Context: an optimization exercise on an open-source flow, tuned for small area, a short achievable clock period and few clock cycles per item. The choices shown serve that exercise and are no tape-out recipe. The RTL was checked by simulation tests, not by an equivalence proof against the original design. Power is estimated from default activity; no workload was simulated.

==> design.v <==
`timescale 1ns / 1ps
module bin2bcd(
    input clk,
    input reset,
    input start,               
    input [11:0] bin_in,       
    output reg [15:0] bcd_out,  
    output reg done             
);
    wire [11:0] x = bin_in;
    wire [13:0] s;          
    wire i_27, i_28, i_29, i_30, i_31, i_32, i_33, i_34, i_35, i_36, i_37, i_38, i_39, i_40, i_41, i_42, i_43, i_44, i_45, i_46, i_47, i_48, i_49, i_50, i_51, i_52, i_53, i_54, i_55, i_56, i_57, i_58, i_59, i_60, i_61, i_62, i_63, i_64, i_65, i_66, i_67, i_68, i_69, i_71, i_72, i_74, i_76, i_78, i_79, i_80, i_81, i_82, i_83, i_84, i_85, i_86, i_88, i_89, i_91, i_92, i_94;
    assign i_27 = ~x[9]& x[11];
    assign i_28 = x[8]& ~x[10];
    assign i_29 = i_27 & ~i_28;
    assign i_30 = x[9]& ~x[11];
    assign i_31 = ~x[8]& x[10];
    assign i_32 = i_30 & ~i_31;
    assign i_33 = ~i_29 & ~i_32;
    assign i_34 = ~x[7]& ~i_33;
    assign i_35 = ~x[10]& i_27;
    assign i_36 = x[10]& ~i_27;
    assign i_37 = ~x[8]& ~i_30;
    assign i_38 = i_36 & ~i_37;
    assign i_39 = ~i_35 & ~i_38;
    assign i_40 = x[8]& ~i_39;
    assign i_41 = ~x[8]& i_39;
    assign i_42 = ~i_40 & ~i_41;
    assign i_43 = i_34 & ~i_42;
    assign i_44 = ~i_33 & ~i_43;
    assign i_45 = i_36 & i_37;
    assign i_46 = x[8]& i_35;
    assign i_47 = ~i_45 & ~i_46;
    assign i_48 = ~i_44 & i_47;
    assign i_49 = ~x[7]& ~i_48;
    assign i_50 = ~i_42 & ~i_49;
    assign i_51 = ~i_34 & ~i_50;
    assign i_52 = ~x[6]& i_51;
    assign i_53 = x[7]& i_48;
    assign i_54 = ~i_49 & ~i_53;
    assign i_55 = i_52 & i_54;
    assign i_56 = x[7]& ~i_47;
    assign i_57 = ~i_43 & ~i_56;
    assign i_58 = x[6]& ~i_57;
    assign i_59 = ~i_55 & ~i_58;
    assign i_60 = i_51 & ~i_55;
    assign i_61 = i_57 & ~i_60;
    assign i_62 = ~x[6]& ~i_61;
    assign i_63 = i_54 & ~i_62;
    assign i_64 = ~i_52 & ~i_63;
    assign i_65 = ~x[5]& i_64;
    assign i_66 = x[6]& i_61;
    assign i_67 = ~i_62 & ~i_66;
    assign i_68 = i_65 & i_67;
    assign i_69 = i_64 & ~i_68;
    assign s[8]= ~i_59 | i_69;
    assign i_71 = ~x[5]& s[8];
    assign i_72 = x[5]& ~s[8];
    assign s[5]= i_71 | i_72;
    assign i_74 = i_67 & ~i_71;
    assign s[6]= ~i_65 & ~i_74;
    assign i_76 = x[5]& ~i_59;
    assign s[7]= i_68 | i_76;
    assign i_78 = x[11]& ~i_35;
    assign i_79 = ~i_36 & i_48;
    assign i_80 = i_78 & i_79;
    assign i_81 = ~i_48 & ~i_78;
    assign i_82 = x[11]& i_38;
    assign i_83 = ~i_81 & ~i_82;
    assign i_84 = i_61 & i_83;
    assign i_85 = ~i_39 & ~i_78;
    assign i_86 = ~i_84 & i_85;
    assign s[12]= i_80 | i_86;
    assign i_88 = i_61 & s[12];
    assign i_89 = ~i_61 & ~s[12];
    assign s[9]= i_88 | i_89;
    assign i_91 = i_61 & i_85;
    assign i_92 = i_83 & ~i_88;
    assign s[10]= ~i_91 & ~i_92;
    assign i_94 = ~i_80 & ~i_91;
    assign s[11]= ~i_88 & ~i_94;
    assign s[13]= i_78 & ~i_79;
    assign s[0]= x[0];
    assign s[1]= x[1];
    assign s[2]= x[2];
    assign s[3]= x[3];
    assign s[4]= x[4];
    reg [13:0] s_q;
    always @(posedge clk)
        s_q <= s;
    always @(posedge clk or posedge reset)
    begin
        if (reset)
            done <= 1'b0;
        else
            done <= start;
    end
    wire [13:0] y = s_q;
    wire [15:0] o;
    wire o_32, o_33, o_34, o_35, o_36, o_37, o_38, o_39, o_40, o_41, o_42, o_43, o_44, o_45, o_46, o_47, o_48, o_49, o_50, o_51, o_52, o_53, o_54, o_55, o_56, o_57, o_58, o_59, o_60, o_61, o_62, o_63, o_64, o_65, o_66, o_67, o_68, o_69, o_70, o_72, o_73, o_75, o_76, o_78, o_80, o_81, o_82, o_83, o_84, o_85, o_86, o_87, o_88, o_89, o_90, o_91, o_92, o_93, o_94, o_95, o_96, o_97, o_98, o_99, o_100, o_101, o_102, o_103, o_104, o_105, o_106, o_107, o_108, o_109, o_110, o_111, o_112, o_113, o_114, o_115, o_116, o_117, o_118, o_120, o_121, o_123, o_124, o_126, o_128, o_129, o_130, o_131, o_132, o_133, o_134, o_135, o_136, o_137, o_138, o_139, o_140, o_142, o_143, o_144, o_145, o_146, o_148, o_149, o_151, o_152, o_154;
    assign o_32 = ~y[4]& y[6];
    assign o_33 = y[5]& ~o_32;
    assign o_34 = ~y[4]& y[7];
    assign o_35 = ~o_33 & ~o_34;
    assign o_36 = ~y[3]& ~o_35;
    assign o_37 = ~y[5]& o_32;
    assign o_38 = y[6]& ~o_37;
    assign o_39 = ~y[7]& ~o_38;
    assign o_40 = ~y[4]& ~o_39;
    assign o_41 = y[4]& o_39;
    assign o_42 = ~o_40 & ~o_41;
    assign o_43 = ~o_36 & ~o_42;
    assign o_44 = y[4]& y[7];
    assign o_45 = ~o_37 & ~o_44;
    assign o_46 = ~y[3]& ~o_45;
    assign o_47 = ~o_43 & ~o_46;
    assign o_48 = ~y[2]& ~o_47;
    assign o_49 = o_36 & o_42;
    assign o_50 = ~o_35 & ~o_49;
    assign o_51 = o_45 & ~o_50;
    assign o_52 = ~y[3]& ~o_51;
    assign o_53 = y[3]& o_51;
    assign o_54 = ~o_52 & ~o_53;
    assign o_55 = o_48 & o_54;
    assign o_56 = y[3]& ~o_45;
    assign o_57 = ~o_49 & ~o_56;
    assign o_58 = y[2]& ~o_57;
    assign o_59 = ~o_55 & ~o_58;
    assign o_60 = ~o_48 & ~o_54;
    assign o_61 = ~y[2]& ~o_57;
    assign o_62 = ~o_60 & ~o_61;
    assign o_63 = ~y[1]& ~o_62;
    assign o_64 = ~o_47 & ~o_55;
    assign o_65 = o_57 & ~o_64;
    assign o_66 = ~y[2]& ~o_65;
    assign o_67 = y[2]& o_65;
    assign o_68 = ~o_66 & ~o_67;
    assign o_69 = o_63 & o_68;
    assign o_70 = ~o_62 & ~o_69;
    assign o[4]= ~o_59 | o_70;
    assign o_72 = ~y[1]& o[4];
    assign o_73 = y[1]& ~o[4];
    assign o[1]= o_72 | o_73;
    assign o_75 = ~o_63 & ~o_68;
    assign o_76 = ~y[1]& ~o_59;
    assign o[2]= o_75 | o_76;
    assign o_78 = y[1]& ~o_59;
    assign o[3]= o_69 | o_78;
    assign o_80 = ~y[8]& y[10];
    assign o_81 = y[9]& ~o_80;
    assign o_82 = ~y[8]& y[11];
    assign o_83 = ~o_81 & ~o_82;
    assign o_84 = o_39 & ~o_83;
    assign o_85 = ~y[9]& o_80;
    assign o_86 = y[10]& ~o_85;
    assign o_87 = ~y[11]& ~o_86;
    assign o_88 = ~y[8]& ~o_87;
    assign o_89 = y[8]& o_87;
    assign o_90 = ~o_88 & ~o_89;
    assign o_91 = ~o_84 & ~o_90;
    assign o_92 = y[8]& y[11];
    assign o_93 = ~o_85 & ~o_92;
    assign o_94 = o_39 & ~o_93;
    assign o_95 = ~o_91 & ~o_94;
    assign o_96 = o_51 & ~o_95;
    assign o_97 = o_84 & o_90;
    assign o_98 = ~o_83 & ~o_97;
    assign o_99 = o_93 & ~o_98;
    assign o_100 = o_39 & ~o_99;
    assign o_101 = ~o_39 & o_99;
    assign o_102 = ~o_100 & ~o_101;
    assign o_103 = o_96 & o_102;
    assign o_104 = ~o_39 & ~o_93;
    assign o_105 = ~o_97 & ~o_104;
    assign o_106 = ~o_51 & ~o_105;
    assign o_107 = ~o_103 & ~o_106;
    assign o_108 = ~o_96 & ~o_102;
    assign o_109 = o_51 & ~o_105;
    assign o_110 = ~o_108 & ~o_109;
    assign o_111 = o_65 & ~o_110;
    assign o_112 = ~o_95 & ~o_103;
    assign o_113 = o_105 & ~o_112;
    assign o_114 = o_51 & ~o_113;
    assign o_115 = ~o_51 & o_113;
    assign o_116 = ~o_114 & ~o_115;
    assign o_117 = o_111 & o_116;
    assign o_118 = ~o_110 & ~o_117;
    assign o[8]= ~o_107 | o_118;
    assign o_120 = o_65 & o[8];
    assign o_121 = ~o_65 & ~o[8];
    assign o[5]= o_120 | o_121;
    assign o_123 = ~o_111 & ~o_116;
    assign o_124 = o_65 & ~o_107;
    assign o[6]= o_123 | o_124;
    assign o_126 = ~o_65 & ~o_107;
    assign o[7]= o_117 | o_126;
    assign o_128 = y[13]& o_87;
    assign o_129 = ~y[12]& o_128;
    assign o_130 = ~o_99 & o_129;
    assign o_131 = ~y[13]& ~o_87;
    assign o_132 = y[12]& ~o_128;
    assign o_133 = o_99 & o_132;
    assign o_134 = ~o_131 & o_133;
    assign o_135 = ~o_130 & ~o_134;
    assign o_136 = o_128 & ~o_130;
    assign o_137 = o_131 & ~o_133;
    assign o_138 = ~o_136 & ~o_137;
    assign o_139 = o_113 & ~o_138;
    assign o_140 = o_132 & ~o_134;
    assign o[13]= o_129 | o_140;
    assign o_142 = o_99 & o[13];
    assign o_143 = ~o_99 & ~o[13];
    assign o_144 = ~o_142 & ~o_143;
    assign o_145 = o_139 & o_144;
    assign o_146 = ~o_138 & ~o_145;
    assign o[12]= ~o_135 | o_146;
    assign o_148 = o_113 & o[12];
    assign o_149 = ~o_113 & ~o[12];
    assign o[9]= o_148 | o_149;
    assign o_151 = ~o_139 & ~o_144;
    assign o_152 = o_113 & ~o_135;
    assign o[10]= o_151 | o_152;
    assign o_154 = ~o_113 & ~o_135;
    assign o[11]= o_145 | o_154;
    assign o[14]= y[13]& ~o_129;
    assign o[15]= 1'b0;
    assign o[0]= y[0];
    always @(*)
        bcd_out = o;
endmodule
==> flow/run.sh <==
#!/bin/bash
# Own flow: the standard layout, with two changes:
#  - synthesis maps the logic with an area-oriented ABC script (flow/abc_map.script);
#    Yosys does not extract half/full adders (ADDER_MAP_FILE empty);
#    everything else in synthesis is the standard script;
#  - ports are buffered with sky130_fd_sc_hd__buf_1 instead of the default buffer.
set -euo pipefail
W=$(pwd)
F=$W/flow
export MY_ABC_SCRIPT=$F/abc_map.script
export FLOW_SYNTH_TCL=$W/synth_recipe.tcl
make -C "$FLOW_HOME" DESIGN_CONFIG="$W/config.mk" WORK_HOME="$W/orfs" CLKGATE_MAP_FILE= \
  SYNTH_SCRIPT="$F/my_synth.tcl" ADDER_MAP_FILE= synth > "$W/synth.log" 2>&1
export BUFFER_PORTS_ARGS="-buffer_cell sky130_fd_sc_hd__buf_1"
cp standard.sh standard_used.sh
bash standard.sh > "$W/layout.log" 2>&1
==> flow/abc_map.script <==
strash
dch
amap
topo
stime -c
==> flow/my_synth.tcl <==
# The standard synthesis script (synth_recipe.tcl), with only the script
# that ABC maps the logic with replaced by MY_ABC_SCRIPT. Yosys's -import skips
# commands that already exist, so this abc wrapper is the one synth.tcl calls.
proc abc {args} {
  set i [lsearch -exact $args -script]
  if {$i >= 0} { lset args [expr {$i + 1}] $::env(MY_ABC_SCRIPT) }
  yosys abc {*}$args
}
source $::env(FLOW_SYNTH_TCL)
==> standard.sh <==
#!/bin/bash
# synth_recipe.tcl (not shown) runs the flow's synth.tcl, then flattens the netlist and writes it again
# the make line also repeats each setting of config.mk as NAME=value (left out here)
make -C /OpenROAD-flow-scripts/flow DESIGN_CONFIG=/design/flow/config.mk WORK_HOME=/design/flow/orfs CLKGATE_MAP_FILE= SYNTH_SCRIPT=/design/flow/synth_recipe.tcl "${@:-finish}"
==> config.mk <==
export PLATFORM = sky130hd
export DESIGN_NAME = bin2bcd
export DESIGN_NICKNAME = bin2bcd
export VERILOG_FILES = /design/flow/design.v
export SDC_FILE = /design/flow/constraint.sdc
export NUM_CORES = 4
export LEC_CHECK = 0
export CAP_MARGIN = 20
export CORE_MARGIN = 2
export CORE_UTILIZATION = 40
export SLEW_MARGIN = 20
==> constraint.sdc <==
create_clock -name core_clock -period 5.0 [get_ports {clk}]
set_input_delay 1.0000 -clock core_clock [delete_from_list [all_inputs] [get_ports {clk}]]
set_output_delay 1.0000 -clock core_clock [all_outputs]
set_load 0.01 [all_outputs]
==> impl_metrics.csv, run 1 <==
group,metric,value,unit
cts,path_clk_slew,90,ps
synthesis,yosysTopAreaCellShare,26.4,%
floorplan,die_h,55.5,um
setup_path,crit_fanout,5,
synthesis,netlist_area,1060,um2
drt,drt-met1-wl,912,um
synthesis,netlist_instances,175,
sta,setup_ws,589,ps
setup_path,cp_cell_sequence,"nor2b_1 > nand2_1 > a21oi_1 > o22ai_1 > and2_0 > o21ai_0 > clkinv_1 > o22ai_1 > and2_0 > o21ai_1 > clkinv_1 > o22ai_1 > nand2_1 > clkinv_1 > o21ai_0 > nand2_1 > o21ai_0 > buf_1",
min_path,hold_path_class,"in -> async",
placed_design,portBuffers,30,
setup_path,worstSetupStartpoint,"s_q[8]",
cts,cts.htree.levels,1,
grt,grt_pass1_wl,3530,um
cts,numClockSinks,15,
sta,worst_hold_slack,502,ps
grt,grt_overflow,0,
cts,postCtsHoldBufs,0,
placed_design,dp_hpwl,1760,um
sta,worst_slew_pin_slew,561,ps
grt,grt_max_degree,11,
synthesis,synth.net_count,190,
setup_path,cp-end-kind,"output pin",
drt,route.final.wire_length,1970,um
drt,drtIter0Drc,27,
cells_and_area,area_delta_synth_final,15.9,%
synthesis,syn_avg_cell_area,6.06,um2
sta,max_freq,227,MHz
synthesis,yosysTopAreaCell,"dfxtp_1",
drt,top_layer,"met4",
placed_design,place_ws,305,ps
sta,slew_viol_final,0,
drt,wl_met2,950,um
synthesis,synth-seq-cells,15,
setup_path,critPathSlowestCell,"o21ai_0",
sta,rsz0062_at_grt,"false",
setup_path,worstSetupStartpointType,"register",
floorplan,io_pins,32,
cts,cts_buffers,3,
sta,tns,0,ps
run,drv_cap,0,
power_and_ir_drop,p_per_area,436,nW/um2
cts,clockRootBuffer,"clkbuf_4",
grt,antenna_found_initial,0,
grt,grt_usage,13.6,%
cts,clk_path_buf_depth,2,
sta,slew_headroom,62.2,%
power_and_ir_drop,peakVddDrop,0.245,mV
cells_and_area,layout-drive-gt1-share,2.42,%
setup_path,arrival,3410,ps
status,status,"complete, no violations",
cells_and_area,final_common_cell,"nor2_1",
setup_path,critPathKind,"reg -> out",
synthesis,synthTopCellsByArea,"dfxtp_1, nor2_1, o21ai_0",
setup_path,cp.required,4000,ps
floorplan,start_util,42.4,%
drt,route.detailed.drc,0,
cells_and_area,final_cell_mix,"nor2_1, buf_1, clkinv_1, o21ai_0",
drt,via_count,1186,
floorplan,rows,18,
floorplan,design.core.area,2500,um2
synthesis,yosys_warnings,1,
sta,hold_viol_final,0,
grt,grt_pass1_vias,948,
drt,wl_met3,69,um
cells_and_area,diodes,0,
synthesis,ys_types,18,
drt,vias_per_cell,5.00,
synthesis,ys_seq_area_share,28.8,%
floorplan,dieArea,3080,um2
drt,ant_nets,0,
cts,cts_tree,"built",
drt,wl_per_cell,8.31,um
power_and_ir_drop,power.leakage,0.444,nW
sta,min_period,4410,ps
placed_design,gp_congestion,0.812,
cells_and_area,nFillCells,266,
cells_and_area,fin_nets,223,
sta,setup_violations,0,
setup_path,slowest_delay,390,ps
drt,drtPass1Iterations,4,
sta,fin_crit_sh,88.2,%
floorplan,die_w,55.5,um
-- state kept, by name, summed over array words and instances, names as in the netlist --
| register | flops |
|---|---|
| s_q | 14 |
| done | 1 |
-- cells in the mapped netlist --
cell type	number
a21oi_1	6
a22oi_1	3
a32oi_1	1
and2_0	5
buf_4	2
clkinv_1	29
conb_1	1
dfrtp_1	1
dfxtp_1	14
nand2_1	14
nor2_1	48
nor2b_1	2
nor3_1	3
o21a_1	1
o21ai_0	22
o22a_1	5
o22ai_1	14
or2_0	4
-- report_power, final --
group	internal, W	leakage [nW]	switching, W
registers	0.000136	0.129	0.0000100
clock network	0.0000304	0.0139	0.0000370
logic	0.000115	0.301	0.000207
-- per-layer routing --
layer	track usage, %	vias to the layer above
met4	6.27	0
met2	23.3	26
met5	0	-
met1	16.9	501
met3	1.41	4
li1	-	655
-- through the flow --
step | cell area [um2] | total power [W] | std cells | utilization (%)
after global routing | 1230 | 0.000599 | 237 | 49.1
after CTS | 1220 | 0.000539 | 237 | 49.0
final | 1230 | 0.000535 | 237 | 49.1
after global placement | 1190 | 0.000463 | 233 | 47.8
after floorplan | 1060 | 0.000388 | 175 | -
after detailed placement | 1190 | 0.000469 | 233 | 47.8
-- cells by family after synthesis --
kind of cell / synth area share, %
other: 0.354
AND/OR/NAND/NOR: 29.9
buffers and inverters: 11.7
flip-flops: 28.8
AO/OA/AOI/OAI: 29.3
-- critical path, delay by kind of cell (launching register included) --
family	cells	cell delay, ps
simple gates	6	830
buf+inv	4	490
compound gates	8	1440
flops	1	350
-- area by class of cell --
class	count	area, um2	area share, %
sequential	15	305	24.8
multi-input combinational	129	634	51.6
tap	30	37.5	3.05
inverter	29	109	8.86
clock buffer	3	22.5	1.83
timing repair buffer	30	113	9.16
clock inverter	1	7.51	0.611
-- repair_timing --
action | 4_1_cts | 5_1_grt
resized for setup | 0 | 4
setup endpoints to repair | 0 | 4
setup buffers | 0 | 0
-- worst max-delay path by stage --
stage	endpoint	slack (ps)	cells past startpoint
2_1_floorplan	bcd_out[1]	930	17
3_3_place_gp	s_q[6]	590	22
3_5_place_dp	s_q[6]	310	22
4_1_cts	bcd_out[1]	230	18
5_1_grt	bcd_out[5]	20	18
6_report	bcd_out[5]	590	18
Testbench counts, summed over its fixed seeds: cycles 3,200, conversions 3,200.
==> run 2, diff against run 1 <==
==> flow/abc_map.script (replaced) <==
strash
dch
map -D 1500
topo
stime -c
--- a/config.mk
+++ b/config.mk
@@ -6,6 +6,6 @@
 export NUM_CORES = 4
 export LEC_CHECK = 0
 export CAP_MARGIN = 20
-export CORE_MARGIN = 2
-export CORE_UTILIZATION = 40
+export CORE_AREA = 2.3 2.72 59.8 59.84
+export DIE_AREA = 0 0 62 62
 export SLEW_MARGIN = 20
==> impl_metrics.csv, run 2 <==
group,metric,value,unit
status,status,"complete, no violations",
drt,wl_per_cell,7.71,um
cts,cts_tree,"built",
synthesis,yosys-top-cells-count,"nand2_1, clkinv_1, nor2_1",
cells_and_area,fin_nets,245,
floorplan,die_h,62,um
drt,drtPass1Iterations,4,
synthesis,ys_async_sr_fraction,6.67,%
cells_and_area,top_regs,"s_q x14, done x1",
synthesis,ys_seq_area_share,25.6,%
placed_design,dp_hpwl,1840,um
cells_and_area,stdcell_count,275,
cts,ctsResizeCount,0,
cells_and_area,final_common_cell,"nand2_1",
sta,hold_viol_final,0,
grt,antenna_found_initial,0,
grt,met3_usage,0.621,%
cells_and_area,diodes,0,
grt,grt_usage,11.5,%
synthesis,synthAdderAreaFrac,0,%
sta,slew_viol_final,0,
setup_path,worstSetupStartpointType,"register",
cts,clk_path_buf_depth,2,
cts,postCtsHoldBufs,0,
placed_design,dp.cells,271,
drt,vias_per_cell,4.68,
cells_and_area,area_delta_synth_final,15.2,%
cells_and_area,layout-drive-gt1-share,4.37,%
floorplan,start_util,36.3,%
placed_design,gp_congestion,0.758,
synthesis,synth_edf_count,0,
setup_path,critPathKind,"reg -> out",
cts,numClockSinks,15,
synthesis,synthXorXnorAreaFrac,5.14,%
setup_path,cp.required,4000,ps
synthesis,yosys_warnings,1,
cells_and_area,nFillCells,363,
floorplan,dieArea,3840,um2
grt,busiest_layer,"met2",
cts,cts.htree.levels,1,
drt,via_count,1287,
drt,ant_nets,0,
sta,max_freq,267,MHz
synthesis,ys_types,26,
cells_and_area,multiInputGateArea,729,um2
power_and_ir_drop,report.power.total,0.000635,W
synthesis,synthMuxAreaShare,0,%
floorplan,die_w,62,um
sta,min_period,3740,ps
cts,path_clk_slew,80,ps
min_path,hold_path_class,"in -> async",
cts,clockRootBuffer,"clkbuf_4",
setup_path,arrival,2740,ps
drt,drtIter0Drc,50,
drt,route.detailed.drc,0,
cts,post_cts_buffers,0,
synthesis,yosysMostFrequentCell,"nand2_1",
cts,cts_buffers,3,
placed_design,portBuffers,30,
synthesis,yosysTopAreaCell,"dfxtp_1",
synthesis,synthTopCellsByArea,"dfxtp_1, nand2_1, clkinv_1",
cells_and_area,regArea,305,um2
drt,route.final.wire_length,2120,um
synthesis,yosysTopAreaCellShare,23.5,%
power_and_ir_drop,p_per_area,463,nW/um2
grt,grt_overflow,0,
power_and_ir_drop,power.leakage,0.554,nW
sta,tns,0,ps
synthesis,yosys.area_share.simple,27.6,%
sta,fin_crit_sh,74.8,%
synthesis,synth.net_count,212,
floorplan,rows,21,
synthesis,syn_avg_cell_area,6.05,um2
setup_path,cp-end-kind,"output pin",
floorplan,io_pins,32,
synthesis,synth-main-ff-cell,"dfxtp_1",
synthesis,synth_top_family_by_area,"compound AO/OA/AOI/OAI gates",
grt,use_met2,21.0,%
run,drv_cap,0,
grt,grt_max_degree,9,
setup_path,crit_fanout,5,
sta,setup_violations,0,
cells_and_area,largest_register,"s_q",
grt,grt_pass1_vias,964,
cells_and_area,final_cell_mix,"nand2_1, clkinv_1, buf_1, nor2_1, o21ai_0",
grt,grt_pass1_wl,3430,um
synthesis,synth-seq-cells,15,
synthesis,netlist_instances,197,
grt,globalRouteMet1Util,13.1,%
synthesis,netlist_area,1190,um2
floorplan,design.core.area,3280,um2
sta,rsz0062_at_grt,"false",
power_and_ir_drop,peakVddDrop,0.106,mV
cells_and_area,largest_reg_flops,14,
synthesis,synth-compound-area-share,28.1,%
-- run 2: cell count changes after synthesis, sizes merged, moves of 4 or more --
cell and change:
clkinv +9, o22ai -4, nand3 +4, xor2 +6, o21ai -4, nor2 -29, o22a -5, nand2 +32
-- run 2: cells by family after synthesis --
| family | count (synthesis) |
|---|---|
| and+or+nand+nor | 79 |
| AOI/OAI and AO/OA | 55 |
| buffers and inverters | 40 |
| DFF | 15 |
| xor gates and xnor gates | 7 |
| other | 1 |
-- run 2: routing by layer --
layer  share of wire (%)  up-vias  routed length, um
li1                    -      727                  -
met1                  50      538               1050
met2                  47       20                988
met3                 2.4        2                 51
met4                 1.3        0                 27
met5                   0        -                  0
-- run 2: path summary, 6_finish.rpt --
path	cells after the start	slack (ps)	start	end
max in group asynchronous	2	4400	reset	done
max	12	1260	s_q[5]	bcd_out[11]
min	2	520	reset	done
min in group core_clock	1	810	bin_in[3]	s_q[3]
-- run 2: power by group --
group / leakage [nW] / switching, W / internal [W] / total, W
sequential: 0.129 / 0.0000102 / 0.000136 / 0.000146
combinational: 0.410 / 0.000271 / 0.000155 / 0.000426
clock: 0.0150 / 0.0000322 / 0.0000309 / 0.0000630
-- run 2: metrics by stage --
stage,area [um2],worst slack [ps],util [%],hold WS (ps)
2_1_floorplan,1190,1870,-,723
3_3_place_gp,1350,1540,41.0,805
3_5_place_dp,1350,1550,41.0,811
4_1_cts,1370,1240,41.8,509
5_1_grt,1370,877,41.8,499
6_report,1370,1260,41.8,518
-- run 2: worst max-delay path, cell delays in order, from the launching register on --
cell	delay [ps]
dfxtp_1	320
o21ai_0	160
nand2_1	140
xor2_1	230
a21oi_1	100
nor2_1	280
clkinv_1	200
o21ai_0	230
and2_2	200
nand2_1	60
or2_2	310
o21ai_0	70
buf_1	160
-- run 2: final cells by class --
| class | count | share of cell area (%) |
|---|---|---|
| flip-flops and latches | 15 | 22.2 |
| repair buffers | 30 | 8.20 |
| inverters | 38 | 10.4 |
| multi-input cells | 142 | 53.1 |
| well taps | 46 | 4.19 |
| clock buffers | 4 | 1.91 |
==> run 3, diff against run 2 <==
==> flow/abc_map.script (replaced) <==
strash
dch
map -D 2500
topo
stime -c
==> impl_metrics.csv, run 3 <==
group,metric,value,unit
status,status,"complete, no violations",
min_path,hold_path_class,"in -> async",
power_and_ir_drop,peakVddDrop,0.103,mV
cells_and_area,final_cell_mix,"clkinv_1, nand2_1, buf_1, nor2_1, o21ai_0",
floorplan,start_util,33.7,%
cells_and_area,fin_nets,228,
drt,vias_per_cell,4.40,
cts,cts.htree.levels,1,
floorplan,die_h,62,um
cts,cts_tree,"built",
grt,antenna_found_initial,0,
cells_and_area,final_common_cell,"clkinv_1",
floorplan,die_w,62,um
setup_path,path_buf_inv,3,
synthesis,synth-seq-cells,15,
cells_and_area,nFillCells,371,
synthesis,ys_types,23,
setup_path,cp-end-kind,"output pin",
sta,hold_viol_final,0,
cts,clockRootBuffer,"clkbuf_4",
synthesis,synth.net_count,195,
placed_design,placed_area,1260,um2
synthesis,yosysMostFrequentCell,"clkinv_1",
sta,rsz0062_at_grt,"false",
sta,min_period,4110,ps
drt,drtPass1Iterations,4,
cts,postCtsHoldBufs,0,
placed_design,dp_hpwl,1670,um
floorplan,rows,21,
synthesis,synth-main-ff-cell,"dfxtp_1",
synthesis,yosysTopAreaCell,"dfxtp_1",
synthesis,yosysTopAreaCellShare,25.3,%
power_and_ir_drop,power.leakage,0.508,nW
cts,cts_buffers,3,
sta,max_freq,244,MHz
sta,setup_violations,0,
cells_and_area,regArea,305,um2
grt,grt_pass1_wl,3280,um
setup_path,critPathKind,"reg -> out",
synthesis,netlist_instances,180,
drt,wl_per_cell,7.29,um
drt,route.final.wire_length,1880,um
synthesis,yosys_warnings,1,
synthesis,ys_async_sr_fraction,6.67,%
drt,drtIter0Drc,19,
run,drv_cap,0,
cts,clk_path_buf_depth,2,
setup_path,critPathSlowestCell,"dfxtp_1",
cells_and_area,area_delta_synth_final,16.4,%
cells_and_area,largest_register,"s_q",
cells_and_area,layout-drive-gt1-share,4.25,%
floorplan,design.core.area,3280,um2
drt,via_count,1135,
cells_and_area,fin_area,1290,um2
setup_path,arrival,3110,ps
floorplan,dieArea,3840,um2
power_and_ir_drop,p_per_area,494,nW/um2
sta,slew_viol_final,0,
cts,post_cts_buffers,0,
setup_path,cp_cell_sequence,"clkinv_1 > nor2_1 > clkinv_1 > nor2_1 > nor2_1 > nor2_1 > xor2_1 > nand2_1 > a21oi_1 > xor2_1 > o21ai_0 > nand2_1 > xor2_1 > or2_2 > nand2_1 > nand2_1 > xor2_1 > buf_1",
setup_path,worstSetupStartpointType,"register",
floorplan,io_pins,32,
cts,numClockSinks,15,
synthesis,netlist_area,1110,um2
placed_design,dp.cells,254,
sta,fin_crit_sh,82.1,%
cts,ctsResizeCount,0,
grt,grt_overflow,0,
sta,tns,0,ps
cells_and_area,largest_reg_flops,14,
synthesis,yosys-top-cells-count,"clkinv_1, nand2_1, nor2_1",
setup_path,cp.required,4000,ps
drt,route.detailed.drc,0,
synthesis,syn_avg_cell_area,6.15,um2
setup_path,slowest_delay,320,ps
setup_path,cp_top_family,"simple AND/OR/NAND/NOR gates",
synthesis,ys_seq_area_share,27.6,%
placed_design,portBuffers,30,
grt,grt_usage,11.3,%
synthesis,synth_edf_count,0,
drt,ant_nets,0,
synthesis,synthTopCellsByArea,"dfxtp_1, clkinv_1, nand2_1",
cts,path_clk_slew,80,ps
cells_and_area,top_regs,"s_q x14, done x1",
setup_path,crit_fanout,4,
grt,grt_max_degree,9,
grt,grt_pass1_vias,969,
cells_and_area,stdcell_count,258,
cells_and_area,multiInputGateArea,633,um2
cells_and_area,diodes,0,
placed_design,gp_congestion,0.737,
==> run 3: cells by family after synthesis <==
| logic type | share of synthesized area, % |
|---|---|
| other | 0.339 |
| flip-flops | 27.6 |
| AND/OR/NAND/NOR | 23.8 |
| buffers and inverters | 15.3 |
| AO/OA/AOI/OAI | 22.7 |
| XOR/XNOR | 10.3 |
==> run 3: path summary, 6_finish.rpt <==
| path | from | endpoint | slack (ps) | depth (start not counted) |
|---|---|---|---|---|
| max in group asynchronous | reset | done | 4400 | 2 |
| max | s_q[10] | bcd_out[5] | 890 | 18 |
| min in group core_clock | bin_in[4] | s_q[4] | 820 | 1 |
| min | reset | done | 520 | 2 |
==> run 3: area by class of cell <==
type / instances / share of cell area, %
Clock buffer: 4 / 2.04
Inverter: 41 / 11.9
Multi-Input combinational cell: 122 / 49.1
Sequential cell: 15 / 23.7
Tap cell: 46 / 4.47
Timing Repair Buffer: 30 / 8.74
==> run 3: per-stage QoR <==
| stage | setup slack [ps] | hold WS, ps | total power (W) | utilization (%) |
|---|---|---|---|---|
| 6_report | 894 | 521 | 0.000637 | 39.2 |
| 4_1_cts | 819 | 504 | 0.000649 | 39.2 |
| 5_1_grt | 432 | 507 | 0.000728 | 39.2 |
| 3_3_place_gp | 1140 | 805 | 0.000577 | 38.4 |
| 3_5_place_dp | 1010 | 809 | 0.000583 | 38.4 |
| 2_1_floorplan | 1380 | 723 | 0.000474 | - |
==> run 3: metal layers <==
layer  vias to the layer above  part of all wire [%]  wire, um  track usage [%]
met5                         -                     0         0                0
met4                         0                   1.4        27             6.38
met3                         2                   3.9        74             1.86
met2                        20                    49       916             22.5
met1                       480                    46       862             10.5
li1                        633                     -         -                -
==> run 3: power breakdown <==
part	switching [W]	leakage [nW]	internal [W]	total (W)
Sequential	0.00000941	0.129	0.000137	0.000147
Clock	0.0000324	0.0150	0.0000308	0.0000633
Combinational	0.000274	0.363	0.000153	0.000427
Total	0.000315	0.508	0.000321	0.000637
==> run 4, diff against run 3 <==
==> flow/abc_map.script (replaced) <==
strash
dch
map -D 2000
topo
stime -c
==> impl_metrics.csv, run 4 <==
group,metric,value,unit
run,drv_cap,0,
grt,grt_pass1_vias,875,
synthesis,synthAdderAreaFrac,0,%
setup_path,worstSetupStartpointType,"register",
synthesis,yosys_warnings,1,
cells_and_area,stdcell_count,258,
sta,worst_hold_slack,517,ps
synthesis,synth-compound-area-share,23.8,%
floorplan,io_pins,32,
grt,grt_usage,10.5,%
sta,slew_viol_final,0,
cts,clockRootBuffer,"clkbuf_4",
drt,via_count,1123,
drt,drtPass1Iterations,4,
cells_and_area,area_delta_synth_final,16.5,%
setup_path,critPathKind,"reg -> out",
cts,clk_path_buf_depth,2,
grt,antenna_found_initial,0,
floorplan,design.core.area,3280,um2
synthesis,ys_types,23,
drt,wl_per_cell,7.00,um
grt,grt_pass1_wl,3060,um
cts,numClockSinks,15,
power_and_ir_drop,peakVddDrop,0.116,mV
cells_and_area,nFillCells,383,
floorplan,rows,21,
synthesis,synth-seq-cells,15,
placed_design,gp_congestion,0.711,
cts,cts.htree.levels,1,
cts,postCtsHoldBufs,0,
status,status,"complete, no violations",
grt,grt_max_degree,9,
sta,fin_crit_sh,77.2,%
synthesis,syn_avg_cell_area,6.12,um2
synthesis,yosysTopAreaCell,"dfxtp_1",
synthesis,ys_async_sr_fraction,6.67,%
cts,path_clk_slew,80,ps
synthesis,synth_edf_count,0,
drt,vias_per_cell,4.35,
cts,cts_buffers,3,
synthesis,synthMuxAreaShare,0,%
setup_path,cp.required,4000,ps
drt,route.final.wire_length,1810,um
cts,cts_tree,"built",
synthesis,synth.net_count,195,
sta,setup_violations,0,
synthesis,netlist_instances,180,
setup_path,arrival,2860,ps
grt,grt_overflow,0,
cells_and_area,top_regs,"s_q x14, done x1",
power_and_ir_drop,p_per_area,482,nW/um2
cts,ctsResizeCount,0,
setup_path,worstSetupStartpoint,"s_q[8]",
sta,tns,0,ps
synthesis,netlist_area,1100,um2
setup_path,cp-end-kind,"output pin",
placed_design,dp.cells,254,
synthesis,yosys.area_share.simple,24.6,%
setup_path,crit_fanout,4,
power_and_ir_drop,power.leakage,0.531,nW
synthesis,yosys-top-cells-count,"nand2_1, clkinv_1, nor2_1",
synthesis,yosysTopAreaCellShare,25.4,%
placed_design,portBuffers,30,
cells_and_area,final_cell_mix,"nand2_1, clkinv_1, buf_1, nor2_1, o21ai_0",
synthesis,ys_seq_area_share,27.7,%
cells_and_area,diodes,0,
floorplan,die_w,62,um
cells_and_area,layout-drive-gt1-share,4.25,%
floorplan,dieArea,3840,um2
synthesis,synth-main-ff-cell,"dfxtp_1",
floorplan,die_h,62,um
cells_and_area,largest_reg_flops,14,
cells_and_area,final_common_cell,"nand2_1",
sta,hold_viol_final,0,
cells_and_area,fin_nets,228,
sta,rsz0062_at_grt,"false",
drt,drtIter0Drc,28,
drt,ant_nets,0,
cells_and_area,largest_register,"s_q",
synthesis,synthXorXnorAreaFrac,9.53,%
sta,max_freq,259,MHz
synthesis,synth_top_family_by_area,"simple AND/OR/NAND/NOR gates",
placed_design,dp_hpwl,1600,um
min_path,hold_path_class,"in -> async",
synthesis,synthTopCellsByArea,"dfxtp_1, nand2_1, clkinv_1",
drt,route.detailed.drc,0,
synthesis,yosysMostFrequentCell,"nand2_1",
cts,post_cts_buffers,0,
floorplan,start_util,33.6,%
sta,min_period,3860,ps
-- run 4: final cells by class --
| cell class | count | area [um2] | area share, % |
|---|---|---|---|
| Multi-Input combinational cell | 126 | 643 | 50.1 |
| Sequential cell | 15 | 305 | 23.8 |
| Inverter | 37 | 139 | 10.8 |
| Timing Repair Buffer | 30 | 113 | 8.77 |
| Tap cell | 46 | 57.6 | 4.48 |
| Clock buffer | 4 | 26.3 | 2.05 |
-- run 4: stage by stage --
step	instance area [um2]	utilization (%)	power (W)	setup slack, ps
floorplan	1100	-	0.000461	1580
global placement	1260	38.3	0.000562	1410
finish	1280	39.1	0.000619	1140
global route	1280	39.1	0.000711	671
CTS	1280	39.1	0.000630	1090
detailed placement	1260	38.3	0.000563	1400
-- run 4: path summary, 6_finish.rpt --
path / end / slack, ps / cells after the start
worst max-delay path: bcd_out[9] / 1140 / 17
worst min-delay path: done / 520 / 2
max in group asynchronous: done / 4400 / 2
min in group core_clock: s_q[0] / 820 / 1
-- run 4: logic make-up after synthesis --
logic type / Yosys count
AND/OR/NAND/NOR: 68
AO/OA/AOI/OAI: 45
buffers and inverters: 39
flip-flops: 15
XOR/XNOR: 12
other: 1
-- run 4: worst max-delay path: stages, from the launching register on --
cell and delay (ps):
dfxtp_1 380, nor2_1 70, clkinv_1 50, nor2_1 40, o21ai_0 320, xnor2_1 180, nand2_1 90, nand2_1 80
nand2_1 110, nor3b_1 330, nand2_1 90, nand3_1 80, nand2_1 70, xor2_1 200, o21ai_0 100, nand2_1 100
xor2_1 140, buf_1 160
-- run 4: routing by layer --
metal / wire length (um) / global-route usage [%]
met1: 875 / 11.0
met2: 849 / 19.8
met5: 0 / 0
met3: 52 / 1.86
met4: 27 / 5.47
-- run 4: power by group --
part | internal, W | switching (W) | leakage (nW)
combinational | 0.000145 | 0.000264 | 0.387
sequential | 0.000137 | 0.00000933 | 0.129
clock | 0.0000308 | 0.0000324 | 0.0150
==> run 5, diff against run 4 <==
==> flow/run.sh (replaced) <==
#!/bin/bash
# Own flow: the standard layout (standard.sh), with these changes:
#  - synthesis maps the logic with its own ABC scripts: flow/abc_in.script for
#    the logic before the registers, flow/abc_out.script for the logic after
#    them (flow/my_synth.tcl); Yosys does not extract half/full adders
#    (ADDER_MAP_FILE empty); everything else in synthesis is the standard
#    script (synth_recipe.tcl);
#  - ports are buffered with sky130_fd_sc_hd__buf_1 instead of the default buffer.
# Each tool's output goes to a log file of its own in the work folder.
set -euo pipefail
W=$(pwd)
F=$W/flow
export MY_ABC_IN=$F/abc_in.script
export MY_ABC_OUT=$F/abc_out.script
export FLOW_SYNTH_TCL=$W/synth_recipe.tcl
make -C "$FLOW_HOME" DESIGN_CONFIG="$W/config.mk" WORK_HOME="$W/orfs" CLKGATE_MAP_FILE= \
  SYNTH_SCRIPT="$F/my_synth.tcl" ADDER_MAP_FILE= synth > "$W/synth.log" 2>&1
export BUFFER_PORTS_ARGS="-buffer_cell sky130_fd_sc_hd__buf_1"
bash standard.sh > "$W/layout.log" 2>&1
==> flow/abc_in.script (new file) <==
strash
dch
map -D 2500
topo
stime -c
==> flow/abc_out.script (new file) <==
strash
dch
map -D 1750
topo
stime -c
==> flow/my_synth.tcl (replaced) <==
# The standard synthesis script (synth_recipe.tcl), with only ABC's mapping
# scripts replaced. The logic in the input cone of the output ports (after the
# registers) is mapped with MY_ABC_OUT, the rest (before the registers) with
# MY_ABC_IN. Yosys's -import skips commands that already exist, so this abc
# wrapper is the one synth.tcl calls.
proc abc {args} {
  set i [lsearch -exact $args -script]
  set a_out $args
  set a_in $args
  if {$i >= 0} {
    lset a_out [expr {$i + 1}] $::env(MY_ABC_OUT)
    lset a_in [expr {$i + 1}] $::env(MY_ABC_IN)
  }
  yosys select -set my_out_cone o:* %cie*
  yosys abc {*}$a_out @my_out_cone
  yosys select -clear
  yosys abc {*}$a_in
}
source $::env(FLOW_SYNTH_TCL)
removed: flow/abc_map.script
==> impl_metrics.csv, run 5 <==
group,metric,value,unit
status,status,"complete, no violations",
cells_and_area,largest_reg_flops,14,
cts,ctsResizeCount,0,
sta,min_period,3710,ps
synthesis,yosysMostFrequentCell,"nand2_1",
cells_and_area,top_regs,"s_q x14, done x1",
synthesis,ys_seq_area_share,28.2,%
setup_path,cp-end-kind,"output pin",
sta,fin_crit_sh,74.2,%
drt,wl_per_cell,7.41,um
setup_path,worstSetupStartpoint,"s_q[4]",
synthesis,yosysTopAreaCell,"dfxtp_1",
placed_design,gp_congestion,0.759,
sta,setup_violations,0,
synthesis,synth-main-ff-cell,"dfxtp_1",
sta,hold_viol_final,0,
setup_path,crit_fanout,5,
cells_and_area,largest_register,"s_q",
power_and_ir_drop,p_per_area,511,nW/um2
cells_and_area,fin_area,1260,um2
setup_path,arrival,2710,ps
grt,antenna_found_initial,0,
synthesis,ys_types,23,
placed_design,dp_hpwl,1620,um
cts,cts_buffers,3,
sta,rsz0062_at_grt,"false",
grt,grt_overflow,0,
synthesis,synth.net_count,188,
floorplan,dieArea,3840,um2
cells_and_area,diodes,0,
grt,grt_pass1_wl,3170,um
drt,drtIter0Drc,31,
grt,grt_pass1_vias,878,
grt,grt_max_degree,10,
cts,post_cts_buffers,0,
run,drv_cap,0,
power_and_ir_drop,peakVddDrop,0.118,mV
cells_and_area,layout-drive-gt1-share,3.90,%
drt,ant_nets,0,
synthesis,yosys_warnings,1,
cts,path_clk_slew,90,ps
drt,route.final.wire_length,1860,um
floorplan,start_util,33.0,%
floorplan,die_w,62,um
min_path,hold_path_class,"in -> async",
sta,max_freq,270,MHz
cells_and_area,nFillCells,381,
cells_and_area,final_cell_mix,"nand2_1, clkinv_1, buf_1, nor2_1, o21ai_0",
sta,worst_hold_slack,511,ps
synthesis,netlist_instances,173,
setup_path,worstSetupStartpointType,"register",
synthesis,synthTopCellsByArea,"dfxtp_1, nand2_1, clkinv_1",
synthesis,synth_edf_count,0,
cells_and_area,area_delta_synth_final,16.9,%
power_and_ir_drop,power.leakage,0.512,nW
drt,vias_per_cell,4.47,
grt,grt_usage,10.9,%
placed_design,portBuffers,30,
synthesis,yosys-top-cells-count,"nand2_1, clkinv_1, nor2_1",
synthesis,syn_avg_cell_area,6.26,um2
synthesis,ys_async_sr_fraction,6.67,%
setup_path,critPathCapture,"bcd_out[5]",
floorplan,rows,21,
sta,slew_viol_final,0,
synthesis,netlist_area,1080,um2
cts,numClockSinks,15,
setup_path,cp.required,4000,ps
drt,via_count,1122,
placed_design,placed_area,1240,um2
floorplan,design.core.area,3280,um2
cells_and_area,multiInputGateArea,638,um2
synthesis,synth-seq-cells,15,
cells_and_area,regArea,305,um2
cells_and_area,final_common_cell,"nand2_1",
cts,postCtsHoldBufs,0,
cells_and_area,fin_nets,221,
drt,route.detailed.drc,0,
cts,cts_tree,"built",
drt,drtPass1Iterations,4,
floorplan,die_h,62,um
cts,cts.htree.levels,1,
floorplan,io_pins,32,
setup_path,critPathKind,"reg -> out",
cts,clockRootBuffer,"clkbuf_4",
synthesis,yosysTopAreaCellShare,25.9,%
cts,clk_path_buf_depth,2,
sta,tns,0,ps
[run 5: changes by cell type after synthesis, sizes merged]
cell and change:
o21bai +1, a32oi +1, xnor2 +1, clkinv -4
nand2 -5, nor2 +1, a2bb2oi -1, a21o -2
a22oi +2, o21ai -2, nor4 +1
[run 5: through the flow]
step	worst slack (ps)	utilization, %	std cells	power (W)
floorplan	1500	-	173	0.000480
global placement	1160	37.7	247	0.000585
detailed placement	1020	37.7	247	0.000589
CTS	1260	38.5	251	0.000656
global route	790	38.5	251	0.000739
finish	1290	38.5	251	0.000647
[run 5: logic make-up after synthesis]
kind of cell,count (synthesis),synth area share (%)
compound gates,44,23.8
xor+xnor,13,10.5
buf+inv,35,12.8
flops,15,28.2
other cells,1,0.346
simple gates,65,24.3
[run 5: how the worst min path moves through the flow]
stage | cells after the start | end
3_5_place_dp | 2 | done
6_report | 2 | done
4_1_cts | 2 | done
5_1_grt | 2 | done
3_3_place_gp | 2 | done
2_1_floorplan | 1 | done
[run 5: routing by layer]
layer	wire (um)	part of all wire, %	vias up	track usage, %
li1	-	-	618	-
met1	882	47	480	12.0
met2	878	47	22	19.3
met3	71	3.8	2	1.86
met4	27	1.5	0	6.38
met5	0	0	-	0
[run 5: power by group]
part | internal [W] | total (W) | switching, W
Sequential | 0.000138 | 0.000148 | 0.0000109
Clock | 0.0000296 | 0.0000650 | 0.0000354
Combinational | 0.000153 | 0.000433 | 0.000280
Total | 0.000320 | 0.000647 | 0.000327
[run 5: final cells by class]
class                      count  area share (%)
clock buffer                   3            1.78
clock inverter                 1           0.396
inverter                      33            9.79
multi-input combinational    123            50.4
sequential                    15            24.1
tap                           46            4.55
timing repair buffer          30            8.90
[run 5: worst max-delay path: stages, from the launching register on]
cell,delay [ps]
dfxtp_1,320
o21ai_0,160
nand2_1,160
xor2_1,240
a21oi_1,90
nor2_1,220
clkinv_1,180
o21ai_0,180
nand2_1,150
xor2_1,190
o21ai_0,160
nand2_1,100
xor2_1,130
buf_1,160
==> run 6, diff against run 5 <==
==> flow/abc_in.script (replaced) <==
strash
dch
map -D 3000
topo
stime -c
==> flow/abc_out.script (replaced) <==
strash
dch
map -D 1500
topo
stime -c
==> impl_metrics.csv, run 6 <==
group,metric,value,unit
status,status,"complete, no violations",
sta,hold_viol_final,0,
synthesis,netlist_instances,187,
placed_design,portBuffers,30,
drt,drtIter0Drc,41,
synthesis,yosysTopAreaCell,"dfxtp_1",
grt,grt_pass1_wl,3270,um
drt,wl_per_cell,7.45,um
synthesis,ys_types,25,
synthesis,yosys_warnings,1,
cells_and_area,area_delta_synth_final,15.8,%
cells_and_area,postLayoutCoreUtil,40.6,%
cells_and_area,final_common_cell,"nand2_1",
synthesis,ys_seq_area_share,26.5,%
drt,route.final.wire_length,1980,um
setup_path,crit_fanout,5,
synthesis,synth.net_count,202,
cts,ctsResizeCount,0,
synthesis,syn_avg_cell_area,6.16,um2
floorplan,rows,21,
cts,clockRootBuffer,"clkbuf_4",
cells_and_area,layout-drive-gt1-share,4.57,%
power_and_ir_drop,power.leakage,0.530,nW
grt,grt_pass1_vias,928,
floorplan,io_pins,32,
cells_and_area,largest_reg_flops,14,
cts,cts.htree.levels,1,
sta,tns,0,ps
grt,grt_overflow,0,
setup_path,critPathSlowestCell,"dfxtp_1",
placed_design,gp_congestion,0.751,
synthesis,synth-main-ff-cell,"dfxtp_1",
cells_and_area,final_cell_mix,"nand2_1, clkinv_1, buf_1, nor2_1, o21ai_0",
sta,fin_crit_sh,75.0,%
sta,min_period,3750,ps
sta,setup_violations,0,
floorplan,design.core.area,3280,um2
cts,path_clk_slew,80,ps
grt,grt_usage,11.2,%
power_and_ir_drop,p_per_area,502,nW/um2
cts,postCtsHoldBufs,0,
synthesis,synth-seq-cells,15,
min_path,hold_path_class,"in -> async",
setup_path,cp-end-kind,"output pin",
power_and_ir_drop,p_int,0.000337,W
power_and_ir_drop,peakVddDrop,0.114,mV
floorplan,die_h,62,um
setup_path,path_buf_inv,2,
placed_design,placed_area,1310,um2
setup_path,cp_cell_sequence,"o21ai_0 > nand2_1 > xor2_1 > a21oi_1 > nor2_1 > clkinv_1 > o21ai_0 > and2_2 > nand2_1 > or2_2 > o21ai_0 > buf_1",
run,drv_cap,0,
cts,post_cts_buffers,0,
cells_and_area,largest_register,"s_q",
power_and_ir_drop,combPwrFrac,68.2,%
drt,vias_per_cell,4.51,
cells_and_area,top_regs,"s_q x14, done x1",
drt,route.detailed.drc,0,
synthesis,yosys-top-cells-count,"nand2_1, clkinv_1, nor2_1",
floorplan,dieArea,3840,um2
grt,grt_max_degree,9,
drt,drtPass1Iterations,4,
synthesis,netlist_area,1150,um2
setup_path,arrival,2750,ps
cells_and_area,fin_area,1330,um2
cts,cts_tree,"built",
cts,clk_path_buf_depth,2,
synthesis,ys_async_sr_fraction,6.67,%
power_and_ir_drop,p_sw_share,49.7,%
sta,slew_viol_final,0,
sta,rsz0062_at_grt,"false",
cts,numClockSinks,15,
setup_path,cp_top_family,"simple AND/OR/NAND/NOR gates",
drt,via_count,1196,
setup_path,cpMostUsedCell,"o21ai_0",
placed_design,dp.cells,261,
placed_design,place_ws,1070,ps
synthesis,yosysMostFrequentCell,"nand2_1",
power_and_ir_drop,pwr-share-seq,22.3,%
power_and_ir_drop,p_clk_share,9.5,%
setup_path,slowest_delay,320,ps
grt,antenna_found_initial,0,
synthesis,synth_edf_count,0,
floorplan,start_util,35.0,%
cells_and_area,diodes,0,
power_and_ir_drop,power_switching,0.000332,W
synthesis,yosysTopAreaCellShare,24.3,%
cells_and_area,stdcell_count,265,
placed_design,dp_hpwl,1720,um
cts,cts_buffers,3,
synthesis,synthTopCellsByArea,"dfxtp_1, nand2_1, clkinv_1",
sta,setup_ws,1250,ps
drt,ant_nets,0,
sta,max_freq,266,MHz
cells_and_area,fin_nets,235,
setup_path,critPathKind,"reg -> out",
setup_path,cp.required,4000,ps
floorplan,die_w,62,um
setup_path,worstSetupStartpointType,"register",
-- run 6: layout make-up --
cell class	instances	area, um2
Tap cell	46	57.6
Sequential cell	15	305
Fill cell	373	1950
Inverter	35	131
Timing Repair Buffer	30	113
Clock buffer	4	26.3
Multi-Input combinational cell	135	699
-- run 6: how the worst max path moves through the flow --
stage,from,end,cells past startpoint
6_report,s_q[4],bcd_out[11],12
5_1_grt,s_q[4],bcd_out[8],12
4_1_cts,s_q[4],bcd_out[11],12
3_5_place_dp,bin_in[11],s_q[6],19
3_3_place_gp,bin_in[11],s_q[6],20
2_1_floorplan,bin_in[10],s_q[6],17
-- run 6: routing by layer --
metal  share of wire (%)  track usage (%)  wire length, um  up-vias
li1                    -                -                -      677
met1                  48             11.4              941      496
met2                  47             21.0              937       21
met3                 3.4             2.28               68        2
met4                 1.4             6.38               27        0
met5                   0                0                0        -
-- run 6: power groups by stage --
stage	clock network (W)	registers, W	logic (W)
after global placement	0	0.000152	0.000461
after global routing	0.0000737	0.000152	0.000543
after floorplan	0	0.000150	0.000357
after detailed placement	0	0.000152	0.000462
after CTS	0.0000685	0.000149	0.000464
final	0.0000639	0.000149	0.000456
-- run 6: kinds of logic (layout without fill, tap and decap cells) --
| group | Yosys count | after routing | synth area share, % |
|---|---|---|---|
| DFF | 15 | 15 | 26.5 |
| xor gates and xnor gates | 9 | 9 | 6.85 |
| other | 1 | 1 | 0.326 |
| AOI/OAI and AO/OA | 50 | 50 | 26.8 |
| and+or+nand+nor | 75 | 75 | 26.7 |
| buffers and inverters | 37 | 69 | 12.7 |
-- run 6: per-stage QoR --
| stage | hold WS [ps] | total power, W |
|---|---|---|
| final | 517 | 0.000669 |
| after global routing | 496 | 0.000768 |
| after CTS | 506 | 0.000681 |
| after detailed placement | 812 | 0.000614 |
| after global placement | 805 | 0.000613 |
| after floorplan | 723 | 0.000507 |
==> run 7, diff against run 6 <==
==> flow/abc_out.script (replaced) <==
strash
dch
map -D 1750
topo
stime -c
==> impl_metrics.csv, run 7 <==
group,metric,value,unit
cts,cts.htree.levels,1,
synthesis,yosysTopAreaCellShare,25.9,%
cells_and_area,postLayoutCoreUtil,38.5,%
placed_design,dp.cells,247,
drt,ant_nets,0,
sta,slew_viol_final,0,
cts,cts_buffers,3,
cells_and_area,fin_nets,221,
sta,tns,0,ps
sta,setup_violations,0,
synthesis,synth-main-ff-cell,"dfxtp_1",
drt,vias_per_cell,4.47,
grt,antenna_found_initial,0,
synthesis,ys_types,23,
synthesis,synth-seq-cells,15,
cells_and_area,layout-drive-gt1-share,3.90,%
placed_design,portBuffers,30,
grt,grt_pass1_vias,878,
cts,path_clk_slew,90,ps
cts,postCtsHoldBufs,0,
setup_path,critPathKind,"reg -> out",
floorplan,die_h,62,um
grt,grt_usage,10.9,%
synthesis,ys_seq_area_share,28.2,%
floorplan,design.core.area,3280,um2
synthesis,yosysMostFrequentCell,"nand2_1",
setup_path,cp-end-kind,"output pin",
drt,drtPass1Iterations,4,
sta,min_period,3710,ps
sta,hold_viol_final,0,
sta,rsz0062_at_grt,"false",
setup_path,worstSetupStartpointType,"register",
sta,fin_crit_sh,74.2,%
power_and_ir_drop,power.leakage,0.512,nW
placed_design,place_ws,1020,ps
cts,clockRootBuffer,"clkbuf_4",
cells_and_area,area_delta_synth_final,16.9,%
floorplan,dieArea,3840,um2
grt,grt_overflow,0,
synthesis,yosysTopAreaCell,"dfxtp_1",
cts,clk_path_buf_depth,2,
floorplan,start_util,33.0,%
cts,numClockSinks,15,
status,status,"complete, no violations",
grt,grt_pass1_wl,3170,um
synthesis,ys_async_sr_fraction,6.67,%
cts,post_cts_buffers,0,
synthesis,yosys_warnings,1,
run,drv_cap,0,
power_and_ir_drop,peakVddDrop,0.118,mV
floorplan,io_pins,32,
cells_and_area,final_common_cell,"nand2_1",
min_path,hold_path_class,"in -> async",
sta,max_freq,270,MHz
setup_path,arrival,2710,ps
cells_and_area,largest_register,"s_q",
synthesis,synth_edf_count,0,
placed_design,dp_hpwl,1620,um
grt,grt_max_degree,10,
drt,wl_per_cell,7.41,um
synthesis,netlist_instances,173,
setup_path,critPathCapture,"bcd_out[5]",
synthesis,synthTopCellsByArea,"dfxtp_1, nand2_1, clkinv_1",
drt,via_count,1122,
cts,ctsResizeCount,0,
synthesis,syn_avg_cell_area,6.26,um2
sta,setup_ws,1290,ps
cells_and_area,largest_reg_flops,14,
synthesis,netlist_area,1080,um2
floorplan,die_w,62,um
synthesis,synth.net_count,188,
drt,route.detailed.drc,0,
setup_path,crit_fanout,5,
cells_and_area,diodes,0,
drt,drtIter0Drc,31,
setup_path,worstSetupStartpoint,"s_q[4]",
cells_and_area,stdcell_count,251,
cells_and_area,final_cell_mix,"nand2_1, clkinv_1, buf_1, nor2_1, o21ai_0",
power_and_ir_drop,p_per_area,511,nW/um2
placed_design,gp_congestion,0.759,
cts,cts_tree,"built",
setup_path,cp.required,4000,ps
cells_and_area,top_regs,"s_q x14, done x1",
drt,route.final.wire_length,1860,um
synthesis,yosys-top-cells-count,"nand2_1, clkinv_1, nor2_1",
floorplan,rows,21,
==> run 7: changes by cell type in the layout (fill, tap and decap cells not counted), moves of 3 or more <==
cell     change
a21oi_1      +3
o21a_1       -3
nand2_1      -5
xor2_1       +4
==> run 7: per-stage QoR <==
step | hold WS, ps | power [W] | cell area [um2]
finish | 511 | 0.000647 | 1260
global route | 491 | 0.000739 | 1260
CTS | 498 | 0.000656 | 1260
detailed placement | 812 | 0.000589 | 1240
global placement | 805 | 0.000585 | 1240
floorplan | 723 | 0.000480 | 1080
==> run 7: worst min path at each step <==
stage / slack [ps] / startpoint / endpoint / cells after the start
global route: 490 / reset / done / 2
floorplan: 720 / reset / done / 1
detailed placement: 810 / reset / done / 2
CTS: 500 / reset / done / 2
finish: 510 / reset / done / 2
global placement: 810 / reset / done / 2
==> run 7: where the power goes <==
group | internal [W] | total [W] | switching (W)
sequential | 0.000138 | 0.000148 | 0.0000109
clock | 0.0000296 | 0.0000650 | 0.0000354
combinational | 0.000153 | 0.000433 | 0.000280
==> run 7: logic make-up after synthesis <==
| group | share of synthesized area [%] |
|---|---|
| compound gates | 23.8 |
| xor+xnor | 10.5 |
| buf+inv | 12.8 |
| simple gates | 24.3 |
| other cells | 0.346 |
| flops | 28.2 |
==> run 7: area by class of cell <==
class                      instances  area, um2
fill                             381       2020
multi-input combinational        123        638
sequential                        15        305
inverter                          33        124
timing repair buffer              30        113
tap                               46       57.6
clock buffer                       3       22.5
clock inverter                     1       5.00
==> run 7: worst max-delay path, cell delays in order (launching register included) <==
cell and delay (ps):
dfxtp_1 320, o21ai_0 160, nand2_1 160, xor2_1 240, a21oi_1 90, nor2_1 220
clkinv_1 180, o21ai_0 180, nand2_1 150, xor2_1 190, o21ai_0 160, nand2_1 100
xor2_1 130, buf_1 160
==> run 7: per-layer routing <==
metal,share of wire [%],track usage (%)
met5,0,0
met2,47,19.3
met3,3.8,1.86
met1,47,12.0
met4,1.5,6.38
==> run 8, diff against run 7 <==
==> flow/abc_in.script (replaced) <==
strash
dch
map -D 2500
topo
stime -c
==> flow/abc_out.script (replaced) <==
strash
dch
map -D 2000
topo
stime -c
==> impl_metrics.csv, run 8 <==
group,metric,value,unit
run,drv_cap,0,
cts,cts_buffers,3,
grt,grt_pass1_wl,3150,um
cts,path_clk_slew,80,ps
grt,grt_pass1_vias,901,
power_and_ir_drop,p_per_area,504,nW/um2
grt,use_met2,19.5,%
synthesis,yosys-top-cells-count,"clkinv_1, nand2_1, nor2_1",
synthesis,yosysMostFrequentCell,"clkinv_1",
grt,grt_max_degree,9,
floorplan,io_pins,32,
cells_and_area,fin_area,1280,um2
grt,busiest_layer,"met2",
synthesis,ys_types,23,
sta,rsz0062_at_grt,"false",
sta,tns,0,ps
cts,cts.htree.levels,1,
cells_and_area,fin_nets,225,
drt,route.detailed.drc,0,
synthesis,yosysTopAreaCell,"dfxtp_1",
setup_path,critPathKind,"reg -> out",
synthesis,synth-seq-cells,15,
synthesis,synth.net_count,192,
floorplan,rows,21,
sta,min_period,3870,ps
cells_and_area,area_delta_synth_final,16.6,%
placed_design,portBuffers,30,
drt,vias_per_cell,4.40,
synthesis,syn_avg_cell_area,6.19,um2
synthesis,ys_async_sr_fraction,6.67,%
synthesis,synthTopCellsByArea,"dfxtp_1, clkinv_1, nand2_1",
synthesis,netlist_instances,177,
cts,numClockSinks,15,
synthesis,netlist_area,1090,um2
grt,antenna_found_initial,0,
drt,via_count,1123,
cells_and_area,top_regs,"s_q x14, done x1",
sta,setup_violations,0,
setup_path,slowest_delay,380,ps
cts,clk_path_buf_depth,2,
placed_design,gp_congestion,0.792,
setup_path,cp_top_family,"simple AND/OR/NAND/NOR gates",
floorplan,die_w,62,um
floorplan,die_h,62,um
sta,slew_viol_final,0,
cells_and_area,nFillCells,386,
drt,drtPass1Iterations,4,
sta,worst_hold_slack,514,ps
cells_and_area,final_cell_mix,"clkinv_1, nand2_1, buf_1, nor2_1, o21ai_0",
sta,fin_crit_sh,77.5,%
setup_path,critPathSlowestCell,"dfxtp_1",
placed_design,placed_area,1250,um2
cts,post_cts_buffers,0,
drt,ant_nets,0,
cells_and_area,final_common_cell,"clkinv_1",
floorplan,start_util,33.3,%
setup_path,cp.required,4000,ps
power_and_ir_drop,power.leakage,0.504,nW
setup_path,crit_fanout,4,
cells_and_area,diodes,0,
synthesis,synth-main-ff-cell,"dfxtp_1",
grt,grt_overflow,0,
grt,met3_usage,1.86,%
setup_path,cp-end-kind,"output pin",
cts,postCtsHoldBufs,0,
cells_and_area,layout-drive-gt1-share,3.35,%
cts,cts_tree,"built",
grt,grt_usage,10.8,%
synthesis,yosysTopAreaCellShare,25.6,%
setup_path,arrival,2870,ps
drt,wl_per_cell,7.31,um
cts,ctsResizeCount,0,
synthesis,synth_edf_count,0,
drt,route.final.wire_length,1870,um
grt,globalRouteMet1Util,11.6,%
setup_path,worstSetupStartpointType,"register",
synthesis,yosys_warnings,1,
setup_path,cpMostUsedCell,"nand2_1",
floorplan,dieArea,3840,um2
floorplan,design.core.area,3280,um2
min_path,hold_path_class,"in -> async",
cells_and_area,largest_register,"s_q",
synthesis,ys_seq_area_share,27.9,%
status,status,"complete, no violations",
drt,drtIter0Drc,27,
power_and_ir_drop,peakVddDrop,0.116,mV
setup_path,path_buf_inv,2,
sta,max_freq,258,MHz
setup_path,cp_cell_sequence,"nor2_1 > clkinv_1 > nor2_1 > o21ai_0 > xnor2_1 > nand2_1 > nand2_1 > nand2_1 > nor3b_1 > nand2_1 > nand3_1 > nand2_1 > xor2_1 > o21ai_0 > nand2_1 > xor2_1 > buf_1",
placed_design,dp_hpwl,1620,um
cts,clockRootBuffer,"clkbuf_4",
cells_and_area,largest_reg_flops,14,
sta,hold_viol_final,0,
run 8: cell count changes in the layout (fill, tap and decap cells not counted), sizes merged:
cell	change
nand2	-4
nor2	+1
clkbuf	+1
clkinv	+4
o21ai	+3
a22oi	-2
a21oi	+1
run 8: per-stage QoR:
step                      power, W  cells  utilization (%)  setup slack (ps)
after CTS                 0.000653    255             38.9              1090
after global routing      0.000736    255             38.9               718
final                     0.000643    255             38.9              1130
after detailed placement  0.000585    251             38.1              1020
after global placement    0.000583    251             38.1              1140
after floorplan           0.000477    177                -              1500
run 8: cell type report:
type	count	area [um2]	area share (%)
multi-input cells	122	632	49.5
repair buffers	30	113	8.82
well taps	46	57.6	4.51
flip-flops and latches	15	305	23.9
clock buffers	4	26.3	2.06
inverters	38	143	11.2
run 8: logic make-up (layout without fill, tap and decap cells):
family / count (synthesis) / in the layout / share of synthesized area (%)
buf+inv: 40 / 72 / 14.4
xor+xnor: 13 / 13 / 10.4
flops: 15 / 15 / 27.9
compound gates: 46 / 46 / 24.0
simple gates: 62 / 62 / 23.0
other cells: 1 / 1 / 0.343
run 8: power breakdown:
group	internal [W]	total, W	switching (W)
combinational	0.000151	0.000432	0.000280
sequential	0.000138	0.000147	0.00000983
clock	0.0000309	0.0000644	0.0000335
total	0.000320	0.000643	0.000324
run 8: worst paths after layout:
check                           from         end  cells past startpoint
setup / recovery              s_q[8]  bcd_out[9]                     17
hold / removal                 reset        done                      2
max in group asynchronous      reset        done                      2
min in group core_clock    bin_in[4]      s_q[4]                      1
run 8: routing by layer:
layer,wire [um],share of wire [%],vias up
met5,0,0,-
met4,27,1.4,0
met3,63,3.4,2
met2,881,47,21
met1,893,48,475
li1,-,-,625
==> run 9, diff against run 8 <==
==> flow/abc_in.script (replaced) <==
strash
dch
amap
topo
stime -c
==> flow/abc_out.script (replaced) <==
strash
dch
map -D 1750
topo
stime -c
==> impl_metrics.csv, run 9 <==
group,metric,value,unit
synthesis,ys_types,20,
cts,cts_tree,"built",
synthesis,yosysTopAreaCellShare,26.0,%
sta,worst_slew_pin_slew,577,ps
cells_and_area,nFillCells,363,
cells_and_area,largest_register,"s_q",
drt,ant_nets,0,
sta,tns,0,ps
floorplan,design.core.area,3280,um2
cells_and_area,top_regs,"s_q x14, done x1",
sta,fin_crit_sh,87.6,%
synthesis,netlist_area,1080,um2
synthesis,synth-seq-cells,15,
sta,hold_viol_final,0,
power_and_ir_drop,p_clk_share,10.5,%
synthesis,synth.net_count,192,
floorplan,die_h,62,um
drt,route.detailed.drc,0,
floorplan,io_pins,32,
power_and_ir_drop,power.leakage,0.496,nW
cts,postCtsHoldBufs,0,
synthesis,syn_avg_cell_area,6.09,um2
cells_and_area,fin_nets,225,
setup_path,arrival,4550,ps
synthesis,yosys_warnings,1,
power_and_ir_drop,pwr-share-seq,24.3,%
power_and_ir_drop,p_sw_share,49.3,%
synthesis,synth-main-ff-cell,"dfxtp_1",
grt,grt_pass1_vias,957,
sta,min_period,4380,ps
drt,drtPass1Iterations,4,
synthesis,yosys-top-cells-count,"nor2_1, clkinv_1, nand2_1",
floorplan,dieArea,3840,um2
synthesis,yosysTopAreaCell,"dfxtp_1",
sta,rsz0062_at_grt,"false",
power_and_ir_drop,power_switching,0.000295,W
setup_path,cp-end-kind,"register",
status,status,"complete, no violations",
run,drv_cap,0,
cts,cts_buffers,3,
cells_and_area,final_common_cell,"nor2_1",
placed_design,gp_congestion,0.757,
synthesis,synthTopCellsByArea,"dfxtp_1, nor2_1, clkinv_1",
setup_path,cp.required,5170,ps
synthesis,yosysMostFrequentCell,"nor2_1",
cells_and_area,layout-drive-gt1-share,1.91,%
synthesis,ys_seq_area_share,28.3,%
min_path,hold_path_class,"in -> async",
cells_and_area,final_cell_mix,"nor2_1, clkinv_1, nand2_1, buf_1, o21ai_0",
grt,antenna_found_initial,0,
cts,cts.htree.levels,1,
cts,ctsResizeCount,0,
cells_and_area,diodes,0,
cells_and_area,largest_reg_flops,14,
drt,drtIter0Drc,26,
drt,wl_per_cell,7.35,um
sta,slew_headroom,61.1,%
synthesis,netlist_instances,177,
power_and_ir_drop,p_int,0.000303,W
cts,post_cts_buffers,0,
power_and_ir_drop,p_per_area,476,nW/um2
cts,clk_path_buf_depth,2,
power_and_ir_drop,combPwrFrac,65.2,%
sta,max_freq,228,MHz
cts,numClockSinks,15,
placed_design,dp_hpwl,1640,um
sta,slew_viol_final,0,
cells_and_area,postLayoutCoreUtil,38.3,%
grt,grt_overflow,0,
power_and_ir_drop,peakVddDrop,0.0980,mV
grt,grt_max_degree,9,
## run 9: cell count changes after synthesis, moves of 4 or more
cell | before | now
a21oi_1 | 11 | 6
or2_0 | 0 | 4
clkinv_1 | 38 | 31
o22ai_1 | 9 | 13
nor2_1 | 22 | 35
## run 9: power groups by stage
stage	combinational [W]	sequential, W	clock, W
after floorplan	0.000297	0.000147	0
after global placement	0.000391	0.000148	0
after detailed placement	0.000394	0.000149	0
after CTS	0.000396	0.000146	0.0000667
after global routing	0.000465	0.000148	0.0000728
final	0.000390	0.000146	0.0000626
## run 9: worst max-delay path, cell delays in order
cell	delay, ps
buf_1	100
clkinv_1	140
nor3_1	390
nor2_1	110
o21ai_0	220
nor2_1	80
o21ai_0	350
clkinv_1	170
o22ai_1	220
nor2_1	80
o21ai_0	470
clkinv_1	210
nor2_1	120
o21ai_0	100
or2_0	260
nor2_1	100
o21ai_0	130
clkinv_1	90
nor2_1	40
o21a_1	160
## run 9: final timing paths
check                           start      to  slack [ps]  cells past startpoint
max in group asynchronous       reset    done        4400                      2
hold / removal                  reset    done         520                      2
setup / recovery           bin_in[11]  s_q[6]         620                     20
min in group core_clock     bin_in[0]  s_q[0]         820                      1
## run 9: through the flow
step / instance area, um2 / setup WS [ps] / total power (W) / hold slack [ps] / instances
floorplan: 1080 / 954 / 0.000444 / 723 / 177
global placement: 1230 / 465 / 0.000539 / 805 / 251
detailed placement: 1230 / 335 / 0.000543 / 810 / 251
CTS: 1260 / 631 / 0.000608 / 509 / 255
global route: 1260 / 84.5 / 0.000686 / 517 / 255
finish: 1260 / 620 / 0.000599 / 520 / 255
## run 9: cell families (layout without fill, tap and decap cells)
kind of cell	after synthesis	after routing	synth area share (%)
simple gates	75	75	28.2
flops	15	15	28.3
other cells	1	1	0.348
compound gates	43	43	22.8
buf+inv	33	65	12.2
xor+xnor	10	10	8.13
## run 9: final cells by class
cell class                 count  area, um2  area share [%]
multi-input combinational    129        641            50.9
sequential                    15        305            24.3
inverter                      31        116            9.24
timing repair buffer          30        113            8.95
tap                           46       57.6            4.57
clock buffer                   4       26.3            2.09
## run 9: metal layers
metal	track usage, %	part of all wire (%)	vias up
li1	-	-	633
met1	12.7	47	476
met4	5.47	1.4	0
met5	0	0	-
met3	1.24	3.5	2
met2	21.3	48	21
